Source: an optimization exercise on an open RTL-to-GDS flow (aim: small area). Production flows keep margins and buffers that such runs may drop.
The RTL was checked by simulation tests, not by an equivalence proof against the original design.
Power and IR drop assume default switching activity.

[design.v]
module top_coldstorage(
  input         clk,           
  input         rst_n,         
  output reg    led_fan,       
  output reg    led_hum,       
  input         sda_lcd_in,
  output        sda_lcd_oe,
  output reg    scl_lcd,
  input         rx,
  output reg    tx
);
  reg        dht_en;
  reg [21:0] dcnt;
  reg [2:0]  k;
  always @(posedge clk or negedge rst_n) begin
    if (!rst_n) begin
      dcnt <= S_DCNT;
      k    <= 3'd0;
    end else if (dht_en) begin
      dcnt <= l22(dcnt, dcnt == H_DCNT);
      if (dcnt == H_DCNT)
        k <= (k == 3'd5) ? 3'd0 : k + 3'd1;
    end
  end
  function [21:0] l22; input [21:0] q; input j; l22 = {q[20:0], ~(q[21] ^ q[20]) ^ j}; endfunction
  function [19:0] l20; input [19:0] q; input j; l20 = {q[18:0], ~(q[19] ^ q[16]) ^ j}; endfunction
  function [18:0] l19; input [18:0] q; l19 = {q[17:0], ~(q[18] ^ q[17] ^ q[16] ^ q[13])}; endfunction
  function [6:0]  l7;  input [6:0]  q; input j; l7  = {q[5:0],  ~(q[6] ^ q[5]) ^ j}; endfunction
  function [5:0]  l6;  input [5:0]  q; l6  = {q[4:0],  ~(q[5] ^ q[4])}; endfunction
  localparam [21:0] S_DCNT    = 22'h1f10af;   
  localparam [21:0] H_DCNT    = 22'h2f8857;   
  localparam [19:0] S_TMR     = 20'h389ad;    
  localparam [19:0] H_TMR     = 20'h1c4d6;    
  localparam [6:0]  S_BAUD    = 7'h59;        
  localparam [6:0]  H_BAUD    = 7'h2c;        
  localparam [6:0]  M_BAUD    = 7'h00;        
  localparam [18:0] IC_500K   = 19'h56897;    
  localparam [5:0]  C_50      = 6'h13;        
  localparam [5:0]  C_10      = 6'h2f;        
  localparam [5:0]  C_PRE     = 6'h20;        
  function [2:0] t6;
    input [2:0] kk;
    case (kk)
      3'd0: t6 = 3'd3;
      3'd1: t6 = 3'd4;
      3'd2: t6 = 3'd5;
      3'd3: t6 = 3'd0;
      3'd4: t6 = 3'd1;
      default: t6 = 3'd2;
    endcase
  endfunction
  reg        rx_busy, rx_done;
  reg [6:0]  rcc;
  reg [3:0]  rbi;
  reg [7:0]  rsr;                
  wire rx_sample = rx_busy && (rcc == H_BAUD);
  always @(posedge clk or negedge rst_n) begin
    if (!rst_n) begin
      rx_busy <= 1'b0;
      rx_done <= 1'b0;
    end else begin
      if (!rx_busy && !rx) begin
        rx_busy <= 1'b1;
        rx_done <= 1'b0;
      end
      if (rx_busy) begin
        if (rx_sample && rbi == 4'd9) begin
          rx_busy <= 1'b0;
          rx_done <= rx;
        end
      end else if (rx_done) begin
        rx_done <= 1'b0;
      end
    end
  end
  always @(posedge clk) begin
    if (!rx_busy) begin
      rcc <= M_BAUD;
      rbi <= 4'd0;
    end else begin
      rcc <= l7(rcc, rx_sample);
      if (rx_sample)
        rbi <= rbi + 4'd1;
    end
  end
  always @(posedge clk) begin
    if (rx_sample && rbi != 4'd0 && rbi != 4'd9)
      rsr <= {rx, rsr[7:1]};
  end
  reg [2:0] rs;
  reg       cmd_pulse;           
  reg [2:0] c_cmd;
  reg [3:0] c_v0, c_v1;
  wire rd_cmd   = (rsr == 8'h41) || (rsr == 8'h42) || (rsr == 8'h43) ||
                  (rsr == 8'h44) || (rsr == 8'h4C);
  wire rd_digit = (rsr[7:4] == 4'h3) && (!rsr[3] || rsr[2:1] == 2'b00);
  wire rd_v0    = rd_digit || (rsr == 8'h2D);
  wire rd_colon = (rsr == 8'h3A);
  wire rd_end   = (rsr == 8'h0A) || (rsr == 8'h2A) || (rsr == 8'h2F);
  always @(posedge clk or negedge rst_n) begin
    if (!rst_n) begin
      rs        <= 3'd0;
      cmd_pulse <= 1'b0;
    end else begin
      cmd_pulse <= 1'b0;
      if (rx_done) begin
        case (rs)
          3'd0: if (rd_cmd)   rs <= 3'd1;
          3'd1: if (rd_v0)    rs <= 3'd2;
          3'd2: if (rd_colon) rs <= 3'd3;
          3'd3: if (rd_digit) rs <= 3'd4;
          3'd4: if (rd_end) begin
                  rs        <= 3'd0;
                  cmd_pulse <= 1'b1;
                end
          default: ;
        endcase
      end
    end
  end
  always @(posedge clk) begin
    if (rx_done) begin
      if (rs == 3'd0 && rd_cmd)   c_cmd <= {rsr[3], rsr[1], rsr[0]};
      if (rs == 3'd1 && rd_v0)    c_v0  <= rsr[3:0];
      if (rs == 3'd3 && rd_digit) c_v1  <= rsr[3:0];
    end
  end
  localparam M_WELCOME = 2'd0, M_TEMP = 2'd1, M_RX = 2'd2;
  reg [18:0] ic;                 
  reg        tick;
  reg        en_tx;
  reg        lcd_en;
  reg [2:0]  cT;                 
  reg [2:0]  cH;                 
  reg [2:0]  dk;                 
  reg [1:0]  mode;               
  reg [2:0]  rk;                 
  reg [2:0]  s_cmd;              
  reg [3:0]  s_v0, s_v1;
  wire       tx_msg_done;
  wire       lcd_done;
  wire fan_c = ({1'b0, t6(k)} + 4'd1) > {1'b0, cT};
  wire hum_c = k < cH;
  wire is_L = (c_cmd == 3'b100);
  wire is_A = (c_cmd == 3'b001);
  wire is_C = (c_cmd == 3'b011);
  wire v0_minus = (c_v0 == 4'hD);
  reg [2:0] new_cT, new_cH;
  always @(*) begin
    if (v0_minus)
      new_cT = (c_v1 == 4'd0) ? 3'd0 : 3'd6;
    else if (c_v0 <= 4'd2)
      new_cT = 3'd0;
    else if (c_v0 == 4'd3)
      new_cT = (c_v1 <= 4'd4) ? c_v1[2:0] + 3'd1 : 3'd6;
    else
      new_cT = 3'd6;
    if (v0_minus)
      new_cH = (c_v1 == 4'd0 || c_v1 == 4'd9) ? 3'd0 : 3'd6;
    else if (c_v0 <= 4'd3)
      new_cH = 3'd0;
    else if (c_v0 == 4'd4)
      new_cH = (c_v1 <= 4'd5) ? c_v1[2:0] : 3'd6;
    else
      new_cH = 3'd6;
  end
  always @(posedge clk or negedge rst_n) begin
    if (!rst_n) begin
      ic      <= 19'd0;
      tick    <= 1'b0;
      dht_en  <= 1'b0;
      en_tx   <= 1'b0;
      lcd_en  <= 1'b1;
      cT      <= 3'd5;
      cH      <= 3'd6;
      dk      <= 3'd7;
      mode    <= M_WELCOME;
      led_fan <= 1'b0;
      led_hum <= 1'b0;
    end else begin
      if (lcd_done && lcd_en)
        lcd_en <= 1'b0;
      if (ic == IC_500K) begin
        ic   <= 19'd0;
        tick <= ~tick;
        if (tick) begin
          dht_en  <= 1'b1;
          en_tx   <= 1'b1;
          led_fan <= fan_c;
          led_hum <= hum_c;
          dk      <= k;
          mode    <= M_TEMP;
          lcd_en  <= 1'b1;
        end else begin
          dht_en  <= 1'b0;
        end
      end else begin
        ic <= l19(ic);
      end
      if (cmd_pulse) begin
        if (is_L) begin
          led_fan <= (c_v0 == 4'd1);
          led_hum <= (c_v1 == 4'd1);
        end else begin
          if (is_A) cT <= new_cT;
          if (is_C) cH <= new_cH;
          led_fan <= fan_c;
          led_hum <= hum_c;
        end
        mode   <= M_RX;
        ic     <= 19'd0;
        lcd_en <= 1'b1;
      end
      if (en_tx && tx_msg_done)
        en_tx <= 1'b0;
    end
  end
  wire refresh = (ic == IC_500K) && tick;
  always @(posedge clk) begin
    if (refresh || cmd_pulse)
      rk <= dk;
    if (cmd_pulse) begin
      s_cmd <= c_cmd;
      s_v0  <= c_v0;
      s_v1  <= c_v1;
    end
  end
  localparam T_IDLE = 2'd0, T_LOAD = 2'd1, T_TRANSMIT = 2'd2, T_DONE = 2'd3;
  reg [1:0]  ts;
  reg [3:0]  tix;
  reg        tmd;
  reg [19:0] tmr;
  reg [2:0]  mk;                 
  reg        mf, mh;             
  reg        tx_busy, tx_done;
  reg [3:0]  tbi;
  reg [6:0]  tcc;
  assign tx_msg_done = tmd;
  always @(posedge clk or negedge rst_n) begin
    if (!rst_n) begin
      mk  <= 3'd7;
      mf  <= 1'b0;
      mh  <= 1'b0;
      tmd <= 1'b0;
      tix <= 4'd0;
      tmr <= S_TMR;
      ts  <= T_IDLE;
    end else if (en_tx) begin
      case (ts)
        T_IDLE: begin
          tmd <= 1'b0;
          if (!tx_busy) begin
            tmr <= l20(tmr, tmr == H_TMR);
            if (tmr == H_TMR)
              ts <= T_LOAD;
          end
        end
        T_LOAD: begin
          if (tix == 4'd0) begin
            mk <= k;
            mf <= led_fan;
            mh <= led_hum;
          end
          ts <= T_TRANSMIT;
        end
        T_TRANSMIT: begin
          if (tx_done) begin
            if (tix != 4'd8) begin
              tix <= tix + 4'd1;
              ts  <= T_LOAD;
            end else begin
              tix <= 4'd0;
              ts  <= T_DONE;
            end
          end
        end
        T_DONE: begin
          tmd <= 1'b1;
          ts  <= T_IDLE;
        end
      endcase
    end
  end
  wire [3:0] txi = (tix == 4'd0) ? ((ts == T_TRANSMIT) ? 4'd0 : 4'd8) : tix - 4'd1;
  wire       mz = mk[2] & mk[1];
  reg  [7:0] tbyte;
  always @(*) begin
    case (txi)
      4'd0: tbyte = 8'h53;                                   
      4'd1: tbyte = 8'h3A;                                   
      4'd2: tbyte = mz ? 8'h30 : 8'h33;
      4'd3: tbyte = mz ? 8'h30 : {5'b00110, t6(mk)};
      4'd4: tbyte = mz ? 8'h30 : 8'h34;
      4'd5: tbyte = mz ? 8'h30 : {5'b00110, mk};
      4'd6: tbyte = {7'b0011000, mf};
      4'd7: tbyte = {7'b0011000, mh};
      default: tbyte = 8'h2F;                                
    endcase
  end
  reg tbit;
  always @(*) begin
    case (tbi)
      4'd0: tbit = 1'b0;
      4'd1: tbit = tbyte[0];
      4'd2: tbit = tbyte[1];
      4'd3: tbit = tbyte[2];
      4'd4: tbit = tbyte[3];
      4'd5: tbit = tbyte[4];
      4'd6: tbit = tbyte[5];
      4'd7: tbit = tbyte[6];
      4'd8: tbit = tbyte[7];
      default: tbit = 1'b1;
    endcase
  end
  wire send_start = (ts == T_TRANSMIT);
  wire tx_step = tx_busy && (tcc == H_BAUD);
  always @(posedge clk or negedge rst_n) begin
    if (!rst_n) begin
      tx      <= 1'b1;
      tx_busy <= 1'b0;
      tx_done <= 1'b0;
    end else begin
      if (send_start && !tx_busy) begin
        tx_busy <= 1'b1;
        tx_done <= 1'b0;
      end
      if (tx_step) begin
        tx <= tbit;
        if (tbi == 4'd9) begin
          tx_busy <= 1'b0;
          tx_done <= 1'b1;
        end
      end
    end
  end
  always @(posedge clk) begin
    if (!tx_busy) begin
      tbi <= 4'd0;
      tcc <= S_BAUD;
    end else begin
      tcc <= l7(tcc, tx_step);
      if (tx_step)
        tbi <= tbi + 4'd1;
    end
  end
  localparam D_WAITEN = 3'd0, D_WRITE = 3'd1, D_WAITWRITE = 3'd2,
             D_WAITDELAY = 3'd3, D_DONE = 3'd4;
  localparam W_WAITEN = 4'd0, W_ADDR = 4'd1, W_WADDR = 4'd2,
             W_H1 = 4'd3, W_WH1 = 4'd4, W_DLY1 = 4'd5,
             W_H2 = 4'd6, W_WH2 = 4'd7,
             W_L1 = 4'd8, W_WL1 = 4'd9, W_DLY2 = 4'd10,
             W_L2 = 4'd11, W_WL2 = 4'd12, W_DONE = 4'd13;
  localparam F_WAITEN = 4'd0, F_PRESTART = 4'd1, F_START = 4'd2,
             F_AFTERSTART = 4'd3, F_PREWRITE = 4'd4, F_WRITELOW = 4'd5,
             F_WRITEHIGH = 4'd6, F_WRITEDONE = 4'd7, F_WAITACK = 4'd8,
             F_ACK1 = 4'd9, F_ACK2 = 4'd10, F_ACKDONE = 4'd11,
             F_PRESTOP = 4'd12, F_STOP = 4'd13, F_DONE = 4'd14;
  reg [2:0] dst;
  reg [5:0] ptr;
  reg [7:0] data;
  reg [3:0] wst;
  reg [3:0] fst;
  reg [3:0] bit_cnt;
  reg       sda_out, sda_en;
  reg [5:0] c;                   
  wire c50 = (c == C_50);
  wire c10 = (c == C_10);
  assign lcd_done = (wst == W_DONE);
  wire   i2c_done = (fst == F_DONE);
  wire cmd_data  = !(ptr <= 6'd6 || ptr == 6'd23);
  wire ena_write = (dst == D_WAITWRITE) && (wst == W_WAITEN);
  wire w_wait    = (wst == W_WADDR) || (wst == W_WH1) || (wst == W_WH2) ||
                   (wst == W_WL1) || (wst == W_WL2);
  wire en_write  = w_wait && (fst == F_WAITEN);
  wire start_frame = (wst == W_WADDR);
  wire stop_frame  = (wst == W_WL2);
  reg [7:0] i2c_data;
  always @(*) begin
    case (wst)
      W_WADDR: i2c_data = 8'h4E;
      W_WH1:   i2c_data = {data[7:4], 3'b110, cmd_data};
      W_WH2:   i2c_data = {data[7:4], 3'b100, cmd_data};
      W_WL1:   i2c_data = {data[3:0], 3'b110, cmd_data};
      default: i2c_data = {data[3:0], 3'b100, cmd_data};
    endcase
  end
  wire       rz = rk[2] & rk[1];
  wire [7:0] tt = rz ? 8'h00 : 8'h33;
  wire [7:0] tu = rz ? 8'h00 : {5'b00110, t6(rk)};
  wire [7:0] ht = rz ? 8'h00 : 8'h34;
  wire [7:0] hu = rz ? 8'h00 : {5'b00110, rk};
  wire [7:0] cmd_ch = {4'b0100, s_cmd[2], s_cmd[2] | (s_cmd[1:0] == 2'b00), s_cmd[1:0]};
  wire [7:0] v0_ch  = {3'b001, (s_v0 != 4'hD), s_v0};
  wire [7:0] v1_ch  = {4'b0011, s_v1};
  reg [7:0] arr;
  always @(*) begin
    case (ptr)
      6'd0: arr = 8'h02;
      6'd1: arr = 8'h28;
      6'd2: arr = 8'h0C;
      6'd3: arr = 8'h06;
      6'd4: arr = 8'h01;
      6'd5: arr = 8'h80;
      6'd6: arr = mode[1] ? 8'h52 : mode[0] ? 8'h54 : 8'h20;
      6'd7: arr = mode[1] ? 8'h58 : mode[0] ? 8'h65 : 8'h20;
      6'd8: arr = mode[1] ? 8'h3A : mode[0] ? 8'h6D : 8'h43;
      6'd9: arr = mode[1] ? 8'h20 : mode[0] ? 8'h70 : 8'h6F;
      6'd10: arr = mode[1] ? cmd_ch : mode[0] ? 8'h3A : 8'h6C;
      6'd11: arr = mode[1] ? v0_ch : mode[0] ? 8'h20 : 8'h64;
      6'd12: arr = mode[1] ? v1_ch : mode[0] ? tt : 8'h20;
      6'd13: arr = mode[1] ? 8'h20 : mode[0] ? tu : 8'h53;
      6'd14: arr = mode[0] | mode[1] ? 8'h20 : 8'h74;
      6'd15: arr = mode[1] ? 8'h20 : mode[0] ? 8'h43 : 8'h6F;
      6'd16: arr = mode[0] | mode[1] ? 8'h20 : 8'h72;
      6'd17: arr = mode[0] | mode[1] ? 8'h20 : 8'h61;
      6'd18: arr = mode[0] | mode[1] ? 8'h20 : 8'h67;
      6'd19: arr = mode[0] | mode[1] ? 8'h20 : 8'h65;
      6'd20: arr = 8'h20;
      6'd21: arr = 8'h20;
      6'd22: arr = 8'hC0;
      6'd23: arr = mode[1] ? 8'h54 : mode[0] ? 8'h48 : 8'h20;
      6'd24: arr = mode[1] ? 8'h65 : mode[0] ? 8'h75 : 8'h20;
      6'd25: arr = mode[0] | mode[1] ? 8'h6D : 8'h20;
      6'd26: arr = mode[1] ? 8'h3A : mode[0] ? 8'h69 : 8'h20;
      6'd27: arr = mode[1] ? tt : mode[0] ? 8'h3A : 8'h20;
      6'd28: arr = mode[1] ? tu : mode[0] ? 8'h20 : 8'h57;
      6'd29: arr = mode[1] ? 8'h43 : mode[0] ? ht : 8'h65;
      6'd30: arr = mode[1] ? 8'h20 : mode[0] ? hu : 8'h6C;
      6'd31: arr = mode[1] ? 8'h48 : mode[0] ? 8'h25 : 8'h63;
      6'd32: arr = mode[1] ? 8'h75 : mode[0] ? 8'h20 : 8'h6F;
      6'd33: arr = mode[1] ? 8'h6D : mode[0] ? 8'h20 : 8'h6D;
      6'd34: arr = mode[1] ? 8'h3A : mode[0] ? 8'h20 : 8'h65;
      6'd35: arr = mode[1] ? ht : mode[0] ? 8'h20 : 8'h20;
      6'd36: arr = mode[1] ? hu : mode[0] ? 8'h20 : 8'h20;
      6'd37: arr = mode[1] ? 8'h25 : mode[0] ? 8'h20 : 8'h20;
      6'd38: arr = 8'h20;
      default: arr = 8'h00;       
    endcase
  end
  always @(posedge clk) begin
    if (dst == D_WAITEN)
      ptr <= 6'd0;
    else if (dst == D_WRITE)
      ptr <= ptr + 6'd1;
  end
  always @(posedge clk or negedge rst_n) begin
    if (!rst_n) begin
      dst <= D_WAITEN;
    end else begin
      case (dst)
        D_WAITEN: if (lcd_en) dst <= D_WRITE;
        D_WRITE:  dst <= D_WAITWRITE;
        D_WAITWRITE: if (lcd_done) dst <= D_WAITDELAY;
        D_WAITDELAY: begin
          if (ptr == 6'd39) dst <= D_DONE;
          else if (c50)     dst <= D_WRITE;
        end
        default: dst <= D_WAITEN;
      endcase
    end
  end
  always @(posedge clk) begin
    if (dst == D_WRITE)
      data <= arr;
  end
  always @(posedge clk or negedge rst_n) begin
    if (!rst_n) begin
      wst <= W_WAITEN;
    end else begin
      case (wst)
        W_WAITEN: if (ena_write) wst <= W_ADDR;
        W_ADDR:   wst <= W_WADDR;
        W_WADDR:  if (i2c_done) wst <= W_H1;
        W_H1:     wst <= W_WH1;
        W_WH1:    if (i2c_done) wst <= W_DLY1;
        W_DLY1:   if (c50) wst <= W_H2;
        W_H2:     wst <= W_WH2;
        W_WH2:    if (i2c_done) wst <= W_L1;
        W_L1:     wst <= W_WL1;
        W_WL1:    if (i2c_done) wst <= W_DLY2;
        W_DLY2:   if (c50) wst <= W_L2;
        W_L2:     wst <= W_WL2;
        W_WL2:    if (i2c_done) wst <= W_DONE;
        default:  wst <= W_WAITEN;
      endcase
    end
  end
  reg i2c_bit;
  always @(*) begin
    case (bit_cnt[2:0])
      3'd0: i2c_bit = i2c_data[0];
      3'd1: i2c_bit = i2c_data[7];
      3'd2: i2c_bit = i2c_data[6];
      3'd3: i2c_bit = i2c_data[5];
      3'd4: i2c_bit = i2c_data[4];
      3'd5: i2c_bit = i2c_data[3];
      3'd6: i2c_bit = i2c_data[2];
      default: i2c_bit = i2c_data[1];
    endcase
  end
  always @(posedge clk or negedge rst_n) begin
    if (!rst_n) begin
      fst <= F_WAITEN;
    end else begin
      case (fst)
        F_WAITEN:     if (en_write) fst <= start_frame ? F_PRESTART : F_PREWRITE;
        F_PRESTART:   if (c10) fst <= F_START;
        F_START:      if (c10) fst <= F_AFTERSTART;
        F_AFTERSTART: if (c10) fst <= F_WRITELOW;
        F_PREWRITE:   if (c10) fst <= F_WRITELOW;
        F_WRITELOW:   if (c10) fst <= F_WRITEHIGH;
        F_WRITEHIGH:  if (c10) fst <= (bit_cnt == 4'd8) ? F_WRITEDONE : F_WRITELOW;
        F_WRITEDONE:  if (c10) fst <= F_WAITACK;
        F_WAITACK:    if (!sda_lcd_in) fst <= F_ACK1;
        F_ACK1:       if (c10) fst <= F_ACK2;
        F_ACK2:       if (c10) fst <= F_ACKDONE;
        F_ACKDONE:    if (c10) fst <= stop_frame ? F_PRESTOP : F_DONE;
        F_PRESTOP:    if (c10) fst <= F_STOP;
        F_STOP:       if (c10) fst <= F_DONE;
        default:      fst <= F_WAITEN;
      endcase
    end
  end
  always @(posedge clk or negedge rst_n) begin
    if (!rst_n) begin
      sda_en  <= 1'b1;
      sda_out <= 1'b1;
      scl_lcd <= 1'b1;
    end else begin
      case (fst)
        F_WAITEN:     sda_en  <= 1'b1;
        F_PRESTART: begin
          sda_out <= 1'b1;
          scl_lcd <= 1'b1;
        end
        F_START:      sda_out <= 1'b0;
        F_AFTERSTART: scl_lcd <= 1'b0;
        F_WRITELOW: begin
          scl_lcd <= 1'b0;
          sda_out <= i2c_bit;
        end
        F_WRITEHIGH:  scl_lcd <= 1'b1;
        F_WRITEDONE: begin
          scl_lcd <= 1'b0;
          sda_en  <= 1'b0;
        end
        F_ACK1:       scl_lcd <= 1'b1;
        F_ACK2:       scl_lcd <= 1'b0;
        F_PRESTOP:    scl_lcd <= 1'b1;
        F_STOP: begin
          sda_en  <= 1'b1;
          sda_out <= 1'b1;
        end
        default: ;
      endcase
    end
  end
  always @(posedge clk) begin
    if (fst == F_WAITEN || fst == F_DONE)
      bit_cnt <= 4'd0;
    else if (fst == F_WRITELOW && c == 6'd0)
      bit_cnt <= bit_cnt + 4'd1;
  end
  assign sda_lcd_oe = sda_en & ~sda_out;
  wire f_delay = (fst != F_WAITEN) && (fst != F_WAITACK) && (fst != F_DONE);
  always @(posedge clk) begin
    if (f_delay)
      c <= c10 ? 6'd0 : l6(c);
    else if (wst == W_DLY1 || wst == W_DLY2 || dst == D_WAITDELAY)
      c <= l6(c);
    else
      c <= C_PRE;
  end
endmodule
[run.sh]
#!/bin/bash
# synth_recipe.tcl (not shown) runs the flow's synth.tcl, then flattens the netlist and writes it again
# the make line also repeats each setting of config.mk as NAME=value (left out here)
make -C /OpenROAD-flow-scripts/flow DESIGN_CONFIG=/design/flow/config.mk WORK_HOME=/design/flow/orfs CLKGATE_MAP_FILE= SYNTH_SCRIPT=/design/flow/synth_recipe.tcl finish
[config.mk]
export PLATFORM = sky130hd
export DESIGN_NAME = top_coldstorage
export DESIGN_NICKNAME = top_coldstorage
export VERILOG_FILES = /design/flow/design.v
export SDC_FILE = /design/flow/constraint.sdc
export NUM_CORES = 4
export LEC_CHECK = 0
export CAP_MARGIN = 20
export CORE_MARGIN = 2
export CORE_UTILIZATION = 80
export CTS_BUF_LIST = sky130_fd_sc_hd__clkbuf_8
export PLACE_DENSITY = 0.85
export SLEW_MARGIN = 20
[constraint.sdc]
create_clock -name core_clock -period 10.0 [get_ports {clk}]
set_input_delay 2.0000 -clock core_clock [delete_from_list [all_inputs] [get_ports {clk}]]
set_output_delay 2.0000 -clock core_clock [all_outputs]
set_load 0.01 [all_outputs]
==> summary.txt <==
sequential cells by signal, indices dropped and copies added, names as in the netlist, 6 cells and up:
name  count
dcnt     22
data      8
c         6
rcc       7
ptr       6
tcc       7
tmr      20
ic       19
rsr       8
cells in the final DEF (no fill, tap or decap), types with 35 or more instances in the layout:
cell | netlist | final
a21oi_1 | 71 | 71
o21ai_0 | 70 | 70
dfrtp_1 | 79 | 79
edfxtp_1 | 41 | 41
mux2_2 | 52 | 52
dfxtp_1 | 38 | 38
nor2_1 | 82 | 82
inv_1 | 49 | 49
dfstp_2 | 37 | 37
nand2_1 | 104 | 104
and2_1 | 35 | 35
ha_1 | 38 | 38
nand3_1 | 49 | 49
how the worst min path moves through the flow:
stage | slack [ps] | cells past startpoint | from | endpoint
after global placement | 420 | 1 | tcc[3] | tcc[4]
after detailed placement | 420 | 1 | tcc[3] | tcc[4]
after floorplan | 400 | 1 | tcc[3] | tcc[4]
after global routing | 490 | 1 | tcc[3] | tcc[4]
after CTS | 470 | 1 | tcc[3] | tcc[4]
final | 470 | 2 | lcd_en | lcd_en
per-layer routing:
| layer | up-vias | GRT usage, % | wire length, um |
|---|---|---|---|
| met4 | 0 | 22.2 | 1880 |
| met3 | 227 | 8.32 | 3430 |
| met2 | 902 | 74.5 | 15100 |
| li1 | 4034 | - | - |
| met1 | 4504 | 57.5 | 11100 |
| met5 | - | 0 | 0 |
power by group through the flow:
stage | clock (uW) | sequential (uW) | combinational, uW
after global routing | 587 | 807 | 12.5
after detailed placement | 0 | 823 | 10.7
after floorplan | 0 | 823 | 0.0116
after global placement | 0 | 823 | 10.4
final | 565 | 807 | 10.7
after CTS | 559 | 807 | 10.7
metrics by stage:
step / cells / setup slack (ps)
floorplan: 1126 / 7270
global placement: 1255 / 6630
detailed placement: 1255 / 6590
CTS: 1287 / 6300
global route: 1287 / 6270
finish: 1288 / 6310
layout make-up:
| cell class | instances | area [um^2] | share of cell area [%] |
|---|---|---|---|
| diodes | 1 | 2.50 | 0.0223 |
| clock buffers | 20 | 275 | 2.45 |
| clock inverters | 12 | 173 | 1.54 |
| inverters | 51 | 191 | 1.70 |
| multi-input cells | 819 | 5320 | 47.3 |
| flip-flops and latches | 195 | 4940 | 43.9 |
| well taps | 176 | 220 | 1.96 |
| repair buffers | 14 | 126 | 1.12 |
critical path: stages, from the launching register on:
cell and delay, ps:
dfstp_2 570, nor2b_1 120, clkdlybuf4s50_1 530
cells by family (layout without fill, tap and decap cells):
family                   count (synthesis)  count (layout)  synth area share (%)
AO/OA/AOI/OAI                          271             271                  16.1
XOR/XNOR                                21              21                  1.72
adder cells (fa/ha/maj)                 39              39                  4.53
buffers and inverters                  112              97                  4.26
flip-flops                             195             195                  46.1
multiplexers                            58              58                  6.14
other                                    0               1                     0
AND/OR/NAND/NOR                        430             430                  21.2
==> impl_metrics.csv <==
group,metric,value,unit
synth,synthesis.area_per_instance,9.51,um^2
grt,track_usage,45.1,%
floorplanning,chipHeight,120,um
power_and_ir_drop,share_of_power_burned_in_the_clock_network,40.9,%
worst_setup_path,worst_path_arrival,1690,ps
worst_setup_path,r2r.worst_path.cells,9,
clock_network,clkTransAtPathRegs,100,ps
floorplanning,die_area,14300,um^2
synth,post_synth_instance_area,10700,um^2
power_and_ir_drop,sequentialPowerShare,58.3,%
synth,synth_top_cell_by_area,"dfrtp_1",
routing,dr.first_iter.drc_count,2146,
power_and_ir_drop,power.internal,1080,uW
synth,syn_nets,1168,
clock_network,post_cts_resize_count,0,
outcome,status,"finished clean",
grt,wire_length_of_the_first_global_routing_pass,50400,um
timing,setup_viol_count_final,0,
floorplanning,floorplan.initialDensity,81.5,%
synth,async_set_or_reset_register_ratio_after_synthesis,59.5,%
timing,worst_slew_margin_rel,32.9,%
power_and_ir_drop,power.total,1380,uW
routing,ant_nets,0,
synth,synth.most_common_cell,"nand2_1",
clock_network,cts-buffers-inserted,17,
floorplanning,top_level_ports,9,
routing,detail_route.vias_per_cell,7.51,
routing,drc,0,
final_layout,layout.cell_area.non_filler,11200,um^2
synth,ys_types,79,
timing,worstMarginPinSlew,1000,ps
timing,timing.final.hold_violations,0,
power_and_ir_drop,switchingPower,302,uW
worst_setup_path,worst-endpoint-required,8000,ps
worst_setup_path,rr_startpoint,"tix[0]",
clock_network,clock_sink_count,195,
synth,synth-warning-count,1,
synth,ys_top_cells_by_count,"nand2_1 (104), nor2_1 (82), dfrtp_1 (79)",
timing,rsz0062_at_grt,"no",
placement,place_hpwl,19000,um
synth,synthTopCellsByArea,"dfrtp_1 (18%), edfxtp_1 (11%), dfstp_2 (9.1%), dfxtp_1 (7.1%), mux2_2 (5.5%)",
timing,finalCritPeriodShare,36.9,%
synth,dominantRegCellSynth,"dfrtp_1",
synth,ys_seq_elements,195,
grt,grt_overflow_total,0,
clock_network,tritoncts,"yes",
grt,grt_pass1_vias,9328,
hold_path,hold_path_class,"reg -> reg",
worst_setup_path,critical_path.startpoint_type,"flip-flop",
floorplanning,core_area,13100,um^2
power_and_ir_drop,static-leakage-power,0.00436,uW
routing,routed_wl,31500,um
worst_setup_path,setup.worst_path.end_class,"primary output",
clock_network,post_cts_setup_repair_bufs,0,
placement,global_placement_routability_congestion,1.06,
final_layout,utilization,85.6,%
run,cap_viol_max_count,0,
worst_setup_path,r2r_setup_slack,6910,ps
timing,timing.clock.skew,12.6,ps
timing,setup_tns,0,ps
routing,first_pass_iters,8,
floorplanning,placement_rows,42,
worst_setup_path,crit_fanout,4,
final_layout,fin_nets,1140,
clock_network,clockRootBuffer,"clkbuf_8",
worst_setup_path,critical_path.endpoint,"sda_lcd_oe",
clock_network,h-tree-depth,4,
worst_setup_path,r2r_end,"tx",
synth,synth_seq_area_share,46.1,%
power_and_ir_drop,power.ir.vdd_worst,0.201,mV
grt,grt_max_degree,85,
routing,routed_length_per_instance,24.4,um
power_and_ir_drop,netSwitchingFraction,21.9,%
clock_network,hold_buffers,0,
synth,share_of_the_synthesized_area_in_the_top_cell_type,18.5,%
timing,max_clock_freq,0.271,GHz
routing,vias,9667,
power_and_ir_drop,powerDensity,123,nW/um^2
synth,synth-edff-count,41,
worst_setup_path,critical_path.startpoint,"sda_en",
floorplanning,chipWidth,120,um
clock_network,worst_skew_pair.late_latency,470,ps
clock_network,clk_path_buf_depth,2,
placement,place_area,10800,um^2
placement,placement.io_buffers,8,
synth,syn-instance-count,1126,
final_layout,syn_to_final_growth,4.96,%
final_layout,nFillCells,588,
timing,timing.hold.ws,474,ps
timing,finalWorstPathRequiredPeriod,3690,ps
grt,number_of_antenna_violations_at_the_first_check_in_global_routing,1,
timing,timing_max_transition_violations_final,0,
power_and_ir_drop,p_comb_share,0.8,%
worst_setup_path,timing_worst_setup_path_type,"reg -> out",
final_layout,proportion_of_layout_cells_with_a_drive_suffix_above_1,13.2,%

==> static timing again, ports no longer ideal <==
In the flow no input, the clock included, has a driving cell. The finished layout below was timed again as built, in two steps.
Step 1, drivers: a clkbuf_16 drives clk and a buf_2 each remaining input, both assumed.
Step 2 moves the port delays by t, midway between the first and last clock arrival at a register: inputs arrive t later, outputs are due t later. That takes back most of the time a late clock gives input paths.
a / b / c = ideal ports / drivers / drivers and shift; a / b = the first two.
t (ns): 0.510
setup WS [ns]: 6.306 / 6.264 / 6.775
worst data-port slew with drivers (ns): 0.03
After both steps this run still meets setup and hold. The setup slack of this run moves by -0.042 ns with the drivers and by +0.469 ns with both steps.
